Background: an optimization exercise with open tools, aiming at small area. Do not read the settings as production practice.
In this exercise RTL edits were held to simulation tests only and were not proved equivalent to the original.
Power figures rest on the tool's default switching activity, not on a simulated workload.

cedar:
// main
module main(clk, buttons, init_cells, leds, rgb, cols, rows);
input wire clk;
input wire [1:0] buttons;
input wire [63:0] init_cells;
output logic [1:0] leds;
output logic [2:0] rgb;
output logic [7:0] cols;
output logic [7:0] rows;
logic [63:0] cells;
logic [7:0] game_lo;       
logic game_hi;             
logic [2:0] display_counter;
logic [2:0] x;
logic [2:0] todo;          
logic [7:0] first_old;     
logic [7:0] prev_old;      
logic rst, load, step, adv;
always_comb begin
  rst = buttons[0];
  load = buttons[0] | buttons[1];
  step = game_hi;
  adv = display_counter[2];
end
always_comb begin
  leds[0] = buttons[0] ^ buttons[1];
  leds[1] = buttons[0] & buttons[1];
  rgb[0] = ~( buttons[0] & ~buttons[1]);
  rgb[1] = ~(~buttons[0] &  buttons[1]);
  rgb[2] = ~( buttons[0] &  buttons[1]);
end
logic [2:0] t;
logic [7:0] dt;
logic [7:0] w0, w1, w2;
integer j;
always_comb begin
  t = x + {2'd0, adv};
  dt = 8'd1 << t;
  w0 = 8'd0; w1 = 8'd0; w2 = 8'd0;
  for (j = 0; j < 8; j = j + 1) begin
    w0 = w0 | ({8{dt[(j+1)%8]}} & cells[8*j +: 8]);
    w1 = w1 | ({8{dt[j]}} & cells[8*j +: 8]);
    if (j > 0) w2 = w2 | ({8{dt[j-1]}} & cells[8*j +: 8]);
  end
  rows = ~(adv ? w0 : w1);
  cols = 8'd1 << x;
end
logic [7:0] above, below, center, next_row;
logic [7:0] u0, u1;      
logic [9:0] v0, v1;      
logic l0, lc, hs, hc;
logic [3:0] tot, nb;
integer k;
always_comb begin
  center = w1;
  if (dt[0]) above = 8'd0;
  else if (step) above = w0;
  else above = prev_old;
  if (!step && (todo == 3'd1) && !dt[7]) below = first_old;
  else below = w2;
  v0[0] = 1'b0; v1[0] = 1'b0; v0[9] = 1'b0; v1[9] = 1'b0;
  for (k = 0; k < 8; k = k + 1) begin
    u0[k] = above[k] ^ below[k];
    u1[k] = above[k] & below[k];
    v0[k+1] = u0[k] ^ center[k];
    v1[k+1] = u1[k] | (u0[k] & center[k]);
  end
  for (k = 0; k < 8; k = k + 1) begin
    l0 = v0[k] ^ v0[k+2] ^ u0[k];
  ...
Size in the first run: ~720 cells after synthesis, roughly 88 I/O pins, about 0.0054 mm² of cells after synthesis.
Settings: LEC_CHECK=0, CAP_MARGIN=20, CORE_MARGIN=2, CORE_UTILIZATION=40, CTS_BUF_LIST=sky130_fd_sc_hd__clkbuf_8, GPL_TIMING_DRIVEN=0, PLACE_DENSITY=0.6, SLEW_MARGIN=20; clock period 7.0 ns.
standard.sh (not shown) runs the stock make flow with config.mk's settings and CLKGATE_MAP_FILE= SYNTH_SCRIPT=/design/flow/synth_recipe.tcl, a recipe that flattens the netlist after the stock synthesis.
==> flow/flow/run.sh <==
#!/bin/bash
# Layout flow: the standard flow (standard.sh), with these changes:
#  - synthesis maps the logic with the area-oriented ABC script in
#    flow/abc_area.script instead of ORFS's speed script (the registers are
#    mapped before ABC runs, so they are the standard synthesis's);
#  - synthesis leaves the adders to ABC (no full/half-adder cell extraction);
#  - the port buffers are sky130_fd_sc_hd__buf_1 cells;
#  - clock tree synthesis adds no dummy loads.
# Each step's full output goes to a log file in the work folder.
set -euo pipefail
W=$PWD
cat > "$W/area_synth.tcl" <<EOF
proc abc {args} {
  set i [lsearch -exact \$args -script]
  if {\$i >= 0} { set args [lreplace \$args \$i [expr {\$i + 1}] -script $W/flow/abc_area.script] }
  yosys abc {*}\$args
}
source $W/synth_recipe.tcl
EOF
sed "s#SYNTH_SCRIPT=[^ ]*#SYNTH_SCRIPT=$W/area_synth.tcl#" standard.sh > area_standard.sh
grep -q "SYNTH_SCRIPT=$W/area_synth.tcl" area_standard.sh
export ADDER_MAP_FILE=
export CTS_ARGS="-sink_clustering_enable -repair_clock_nets -dont_use_dummy_load -buf_list sky130_fd_sc_hd__clkbuf_8"
export BUFFER_PORTS_ARGS="-buffer_cell sky130_fd_sc_hd__buf_1"
bash area_standard.sh synth > "$W/synth.log" 2>&1
bash area_standard.sh > "$W/layout.log" 2>&1
test -f out/final.def
==> flow/flow/abc_area.script <==
strash
dc2
dc2
dch -f
map -a
strash
dch -f
map -a
topo
What sierra does differently from cedar at the input level:
# cedar
export LEC_CHECK = 0
export CAP_MARGIN = 20
export CORE_MARGIN = 2
export CORE_UTILIZATION = 40
export CTS_BUF_LIST = sky130_fd_sc_hd__clkbuf_8
export GPL_TIMING_DRIVEN = 0
export PLACE_DENSITY = 0.6
export SLEW_MARGIN = 20
create_clock -name core_clock -period 7.0 [get_ports {clk}]
# sierra
export LEC_CHECK = 0
export CAP_MARGIN = 5
export CORE_MARGIN = 2
export CORE_UTILIZATION = 40
export CTS_BUF_LIST = sky130_fd_sc_hd__clkbuf_8
export GPL_TIMING_DRIVEN = 0
export PLACE_DENSITY = 0.6
export SLEW_MARGIN = 5
create_clock -name core_clock -period 7.0 [get_ports {clk}]
diff --git a/flow/flow/run.sh b/flow/flow/run.sh
--- a/flow/flow/run.sh
+++ b/flow/flow/run.sh
@@ -23 +23 @@
-export CTS_ARGS="-sink_clustering_enable -repair_clock_nets -dont_use_dummy_load -buf_list sky130_fd_sc_hd__clkbuf_8"
+export CTS_ARGS="-sink_clustering_enable -repair_clock_nets -dont_use_dummy_load -buf_list sky130_fd_sc_hd__clkbuf_16 -sink_clustering_size 50 -sink_clustering_max_diameter 500"
Notes after the runs:
The leakage power summed over all cells reported for sierra is greater than that of cedar by about 2%.
Looking at total power of the final layout, sierra sits above cedar.
In sierra relative to cedar, non-clock buffer count had gone down slightly.
Against cedar, sierra reports a worst stage delay on the critical path that is higher.
Compare sierra and cedar | final period utilization lower: cedar
For first-pass GRT wire length, sierra and cedar come out practically identical.
Edits applied to the flow inputs when going from sierra to yarrow:
diff --git a/flow/flow/run.sh b/flow/flow/run.sh
--- a/flow/flow/run.sh
+++ b/flow/flow/run.sh
@@ -23 +23 @@
-export CTS_ARGS="-sink_clustering_enable -repair_clock_nets -dont_use_dummy_load -buf_list sky130_fd_sc_hd__clkbuf_16 -sink_clustering_size 50 -sink_clustering_max_diameter 500"
+export CTS_ARGS="-sink_clustering_enable -repair_clock_nets -dont_use_dummy_load -buf_list \"sky130_fd_sc_hd__clkbuf_4 sky130_fd_sc_hd__clkbuf_8\""
==> comparison <==
Between sierra and yarrow, met3 track demand over resource in global routing decreased.
yarrow against sierra: fraction of area in registers +0.55 points, wire length did not really move.
Relative to sierra, relative contribution of the clock network to total power decreased by 6.7 points in yarrow.
When the final numbers for yarrow and sierra were put side by side, the power turned out to be greater in sierra.
Core utilization for yarrow: 0.77 points down relative to sierra
Total global-route track usage: sierra vs yarrow — no meaningful difference
Count of filler cells inserted in the layout (yarrow vs. sierra) increases slightly
diff inputs: yarrow => willow
# yarrow
export LEC_CHECK = 0
export CAP_MARGIN = 5
export CORE_MARGIN = 2
export CORE_UTILIZATION = 40
export CTS_BUF_LIST = sky130_fd_sc_hd__clkbuf_8
export GPL_TIMING_DRIVEN = 0
export PLACE_DENSITY = 0.6
export SLEW_MARGIN = 5
create_clock -name core_clock -period 7.0 [get_ports {clk}]
# willow
export LEC_CHECK = 0
export CAP_MARGIN = 5
export CORE_MARGIN = 2
export CORE_UTILIZATION = 40
export CTS_BUF_LIST = sky130_fd_sc_hd__clkbuf_8
export GPL_TIMING_DRIVEN = 0
export PLACE_DENSITY = 0.8
export SLEW_MARGIN = 5
create_clock -name core_clock -period 7.0 [get_ports {clk}]
diff --git a/flow/flow/run.sh b/flow/flow/run.sh
--- a/flow/flow/run.sh
+++ b/flow/flow/run.sh
@@ -23 +23 @@
-export CTS_ARGS="-sink_clustering_enable -repair_clock_nets -dont_use_dummy_load -buf_list \"sky130_fd_sc_hd__clkbuf_4 sky130_fd_sc_hd__clkbuf_8\""
+export CTS_ARGS="-sink_clustering_enable -repair_clock_nets -dont_use_dummy_load -buf_list sky130_fd_sc_hd__clkbuf_8"
[summary]
In terms of final area, yarrow and willow differ only marginally. | final cell count | yarrow vs willow | ≈ equal |. Between willow and yarrow, it is willow whose final worst-path setup slack is higher, by 0.030 ns. As far as number of tapcells goes, willow and yarrow are indistinguishable; the numbers are identical. Against yarrow, routed wire length in willow fell by a few percent. Against yarrow, willow reports a slew at the pin closest to its max-slew limit that is higher. willow ended with less met2 track demand over resource than yarrow. Comparing yarrow with willow, the placed instance area came out essentially unchanged.

main, a different RTL version from the one above (not shown whole).
Size: about 750 cells after synthesis, roughly 98 flip-flops, about 88 I/O pins.
clock: 7.0 ns
lec_check: 0
cap_margin: 5
core_margin: 2
core_utilization: 55
cts_buf_list: sky130_fd_sc_hd__clkbuf_8
gpl_timing_driven: 0
place_density: 0.7
slew_margin: 5
==> flow/flow/run.sh <==
#!/bin/bash
# Layout flow: the standard flow (standard.sh), with these changes:
#  - synthesis maps the logic with the area-oriented ABC script in
#    flow/abc_area.script instead of ORFS's speed script (the registers are
#    mapped before ABC runs, so they are the standard synthesis's);
#  - synthesis leaves the adders to ABC (no full/half-adder cell extraction);
#  - the port buffers are sky130_fd_sc_hd__buf_1 cells;
#  - clock tree synthesis adds no dummy loads.
# Each step's full output goes to a log file in the work folder.
set -euo pipefail
W=$PWD
cat > "$W/area_synth.tcl" <<EOF
proc abc {args} {
  set i [lsearch -exact \$args -script]
  if {\$i >= 0} { set args [lreplace \$args \$i [expr {\$i + 1}] -script $W/flow/abc_area.script] }
  yosys abc {*}\$args
}
source $W/synth_recipe.tcl
EOF
sed "s#SYNTH_SCRIPT=[^ ]*#SYNTH_SCRIPT=$W/area_synth.tcl#" standard.sh > area_standard.sh
grep -q "SYNTH_SCRIPT=$W/area_synth.tcl" area_standard.sh
export ADDER_MAP_FILE=
export CTS_ARGS="-sink_clustering_enable -repair_clock_nets -dont_use_dummy_load -buf_list sky130_fd_sc_hd__clkbuf_8"
export BUFFER_PORTS_ARGS="-buffer_cell sky130_fd_sc_hd__buf_1"
bash area_standard.sh synth > "$W/synth.log" 2>&1
bash area_standard.sh > "$W/layout.log" 2>&1
test -f out/final.def
Scripts as last shown in full above: flow/flow/abc_area.script
Next try:
- CORE_UTILIZATION: 55 -> 40
- PLACE_DENSITY: 0.7 -> 0.6
Effect: Die area came out higher by a quarter to a third. Synthesized cell count does not change. Flip-flop and latch count is unchanged.
Next try:
--- a/flow/flow/run.sh
+++ b/flow/flow/run.sh
@@ -1,3 +1,3 @@
 #!/bin/bash
-# Layout flow: the standard flow (standard.sh), with these changes:
+# Layout flow: the standard flow (standard.sh), with two changes:
 #  - synthesis maps the logic with the area-oriented ABC script in
@@ -6,4 +6,3 @@
 #  - synthesis leaves the adders to ABC (no full/half-adder cell extraction);
-#  - the port buffers are sky130_fd_sc_hd__buf_1 cells;
-#  - clock tree synthesis adds no dummy loads.
+#  - the port buffers are sky130_fd_sc_hd__buf_1 cells.
 # Each step's full output goes to a log file in the work folder.
@@ -22,3 +21,3 @@
 export ADDER_MAP_FILE=
-export CTS_ARGS="-sink_clustering_enable -repair_clock_nets -dont_use_dummy_load -buf_list sky130_fd_sc_hd__clkbuf_8"
+export CTS_ARGS="-sink_clustering_enable -repair_clock_nets -dont_use_dummy_load -buf_list \"sky130_fd_sc_hd__clkbuf_4 sky130_fd_sc_hd__clkbuf_8 sky130_fd_sc_hd__clkbuf_16\""
 export BUFFER_PORTS_ARGS="-buffer_cell sky130_fd_sc_hd__buf_1"
What happened:
- The new run went through all stages and came out clean
- combinational power hardly moves
- fmax shrinks by 0.55%
- worst setup slack loses 0.035 ns
- clock skew is lower by 0.0051 ns
- global-route usage stays flat
- routed wire length is about the same
- sequential power barely changes
- first-iteration DRC count hardly moves
- design area goes up by 1.6%
- non-clock buffer count stays the same
Next try:
--- a/flow/flow/run.sh
+++ b/flow/flow/run.sh
@@ -1,3 +1,3 @@
 #!/bin/bash
-# Layout flow: the standard flow (standard.sh), with two changes:
+# Layout flow: the standard flow (standard.sh), with these changes:
 #  - synthesis maps the logic with the area-oriented ABC script in
@@ -6,3 +6,4 @@
 #  - synthesis leaves the adders to ABC (no full/half-adder cell extraction);
-#  - the port buffers are sky130_fd_sc_hd__buf_1 cells.
+#  - the port buffers are sky130_fd_sc_hd__buf_1 cells;
+#  - clock tree synthesis adds no dummy loads.
 # Each step's full output goes to a log file in the work folder.
@@ -21,3 +22,3 @@
 export ADDER_MAP_FILE=
-export CTS_ARGS="-sink_clustering_enable -repair_clock_nets -dont_use_dummy_load -buf_list \"sky130_fd_sc_hd__clkbuf_4 sky130_fd_sc_hd__clkbuf_8 sky130_fd_sc_hd__clkbuf_16\""
+export CTS_ARGS="-sink_clustering_enable -repair_clock_nets -dont_use_dummy_load -buf_list sky130_fd_sc_hd__clkbuf_8"
 export BUFFER_PORTS_ARGS="-buffer_cell sky130_fd_sc_hd__buf_1"
- CAP_MARGIN: 5 -> 0
- SLEW_MARGIN: 5 -> 0
What happened:
- fmax fell slightly
- register-to-register slack gets worse by 0.12 ns
- setup slack gets worse by 0.12 ns
- final cell count does not change

## rev 12
The RTL this note starts from:
==> flow/design.v <==
`default_nettype none
module main(clk, buttons, init_cells, leds, rgb, cols, rows);
input wire clk;
input wire [1:0] buttons;
input wire [63:0] init_cells;
output logic [1:0] leds;
output logic [2:0] rgb;
output logic [7:0] cols;
output logic [7:0] rows;
logic [63:0] cells;
logic [8:0] game_counter;
logic [2:0] display_counter;
logic [2:0] x;
logic pending;           
logic [2:0] first_row;   
logic [7:0] first_old;   
logic [7:0] prev_old;    
logic rst, load, step, adv;
always_comb begin
  rst = buttons[0];
  load = buttons[0] | buttons[1];
  step = game_counter[8];
  adv = display_counter[2];
end
always_comb begin
  leds[0] = buttons[0] ^ buttons[1];
  leds[1] = buttons[0] & buttons[1];
  rgb[0] = ~( buttons[0] & ~buttons[1]);
  rgb[1] = ~(~buttons[0] &  buttons[1]);
  rgb[2] = ~( buttons[0] &  buttons[1]);
end
logic [2:0] s, t, t1;
logic [7:0] w0, w1, w2;
always_comb begin
  s = x - 3'd1 + {2'd0, adv};
  t = s + 3'd1;
  t1 = s + 3'd2;
  w0 = cells[8*s +: 8];
  w1 = cells[8*t +: 8];
  w2 = cells[8*t1 +: 8];
  rows = ~(adv ? w0 : w1);
  cols = 8'd1 << x;
end
logic [7:0] above, below, center, next_row;
logic [1:0] v [0:9];
logic [3:0] tot;
integer k;
always_comb begin
  center = w1;
  if (t == 3'd0) above = 8'd0;
  else if (step) above = w0;
  else above = prev_old;
  if (t == 3'd7) below = 8'd0;
  else if (!step && (t1 == first_row)) below = first_old;
  else below = w2;
  v[0] = 2'd0;
  v[9] = 2'd0;
  for (k = 0; k < 8; k = k + 1)
    v[k+1] = {1'b0, above[k]} + {1'b0, center[k]} + {1'b0, below[k]};
  for (k = 0; k < 8; k = k + 1) begin
    tot = {2'd0, v[k]} + {2'd0, v[k+1]} + {2'd0, v[k+2]};
    next_row[k] = (tot == 4'd3) | (center[k] & (tot == 4'd4));
  end
end
logic upd;
always_comb upd = step | (pending & adv & (t != first_row));
integer y;
always_ff @(posedge clk) begin
  if (rst) begin
    game_counter <= 9'd0;
    display_counter <= 3'd0;
    x <= 3'd0;
  end else begin
    game_counter <= step ? 9'd0 : game_counter + 9'd1;
    display_counter <= adv ? 3'd0 : display_counter + 3'd1;
    if (adv) x <= x + 3'd1;
  end
  if (load) begin
    cells <= init_cells;
    pending <= 1'b0;
  end else begin
    if (upd) cells[8*t +: 8] <= next_row;
    if (step) pending <= 1'b1;
    else if (adv && (t == first_row)) pending <= 1'b0;
  end
  if (step) begin
    first_row <= t;
    first_old <= w1;
  end
  if (step | adv) prev_old <= w1;
end
endmodule
`default_nettype wire
clock: 7.0 ns
lec_check: 0
abc_area: 1
cap_margin: 20
core_margin: 2
core_utilization: 40
place_density: 0.6
slew_margin: 20
run.sh (not shown) runs the stock make flow with config.mk's settings and CLKGATE_MAP_FILE= SYNTH_SCRIPT=/design/flow/synth_recipe.tcl, a recipe that flattens the netlist after the stock synthesis.
Stock flow here: none of the scripts above is used.
Here is what was changed in the inputs of rev 13 compared with rev 12.
- ABC_AREA removed (was 1)
Findings:
- Timing startpoint of the critical path = x[0]$_SDFFE_PP0P_: rev 13; timing startpoint of the critical path = display_counter[2]$_SDFF_PP0_: rev 12
- Setup slack after placement (lower): rev 12
- Rev 13: setup slack 82 ps above rev 12
- Gate count of the mapped netlist is lower on rev 13
- Delta (rev 13 minus rev 12): starting density of the core went down, via count of the first global-routing pass went down, power density relative to cell area did not really move, sequential cell area share went up.
- [compare] base=rev 12 new=rev 13: part of the power in registers +1.6 points, switching part of the total power -0.60 points.
- Across both runs, via density per instance was higher for rev 13 than for rev 12.

[afterwards: timing with drivers on the ports]
In the flow no input, the clock included, has a driving cell. The finished layouts below were timed again as built, in two steps. Step 1 assumes that a clkbuf_16 drives the clock port and a buf_2 every other input. Step 2 moves the port delays by t, midway between the first and last clock arrival at a register: inputs arrive t later, outputs are due t later. That takes back most of the time a late clock gives input paths. a / b / c = ideal / step 1 / step 2; a / b = the first two.
run | shift t [ns] | slack for setup (ns) | slew at the worst register clock pin (ns)
cedar | 0.401 | 0.890 / 0.890 / 0.890 | 0.09 / 0.09
sierra | 0.383 | 0.664 / 0.664 / 0.664 | 0.07 / 0.07
yarrow | 0.409 | 0.684 / 0.684 / 0.684 | 0.09 / 0.09
willow | 0.402 | 0.714 / 0.714 / 0.714 | 0.10 / 0.10
the first run of note 2 | 0.395 | 0.653 / 0.653 / 0.653 | 0.10 / 0.10
the second run of note 2 | 0.403 | 0.662 / 0.662 / 0.662 | 0.09 / 0.09
the third run of note 2 | 0.379 | 0.626 / 0.626 / 0.626 | 0.07 / 0.07
the fourth run of note 2 | 0.412 | 0.509 / 0.509 / 0.509 | 0.09 / 0.09
rev 12 | 0.400 | 0.495 / 0.495 / 0.495 | 0.08 / 0.08
rev 13 | 0.396 | 0.577 / 0.577 / 0.577 | 0.08 / 0.08
After both steps every run listed still meets setup and hold.
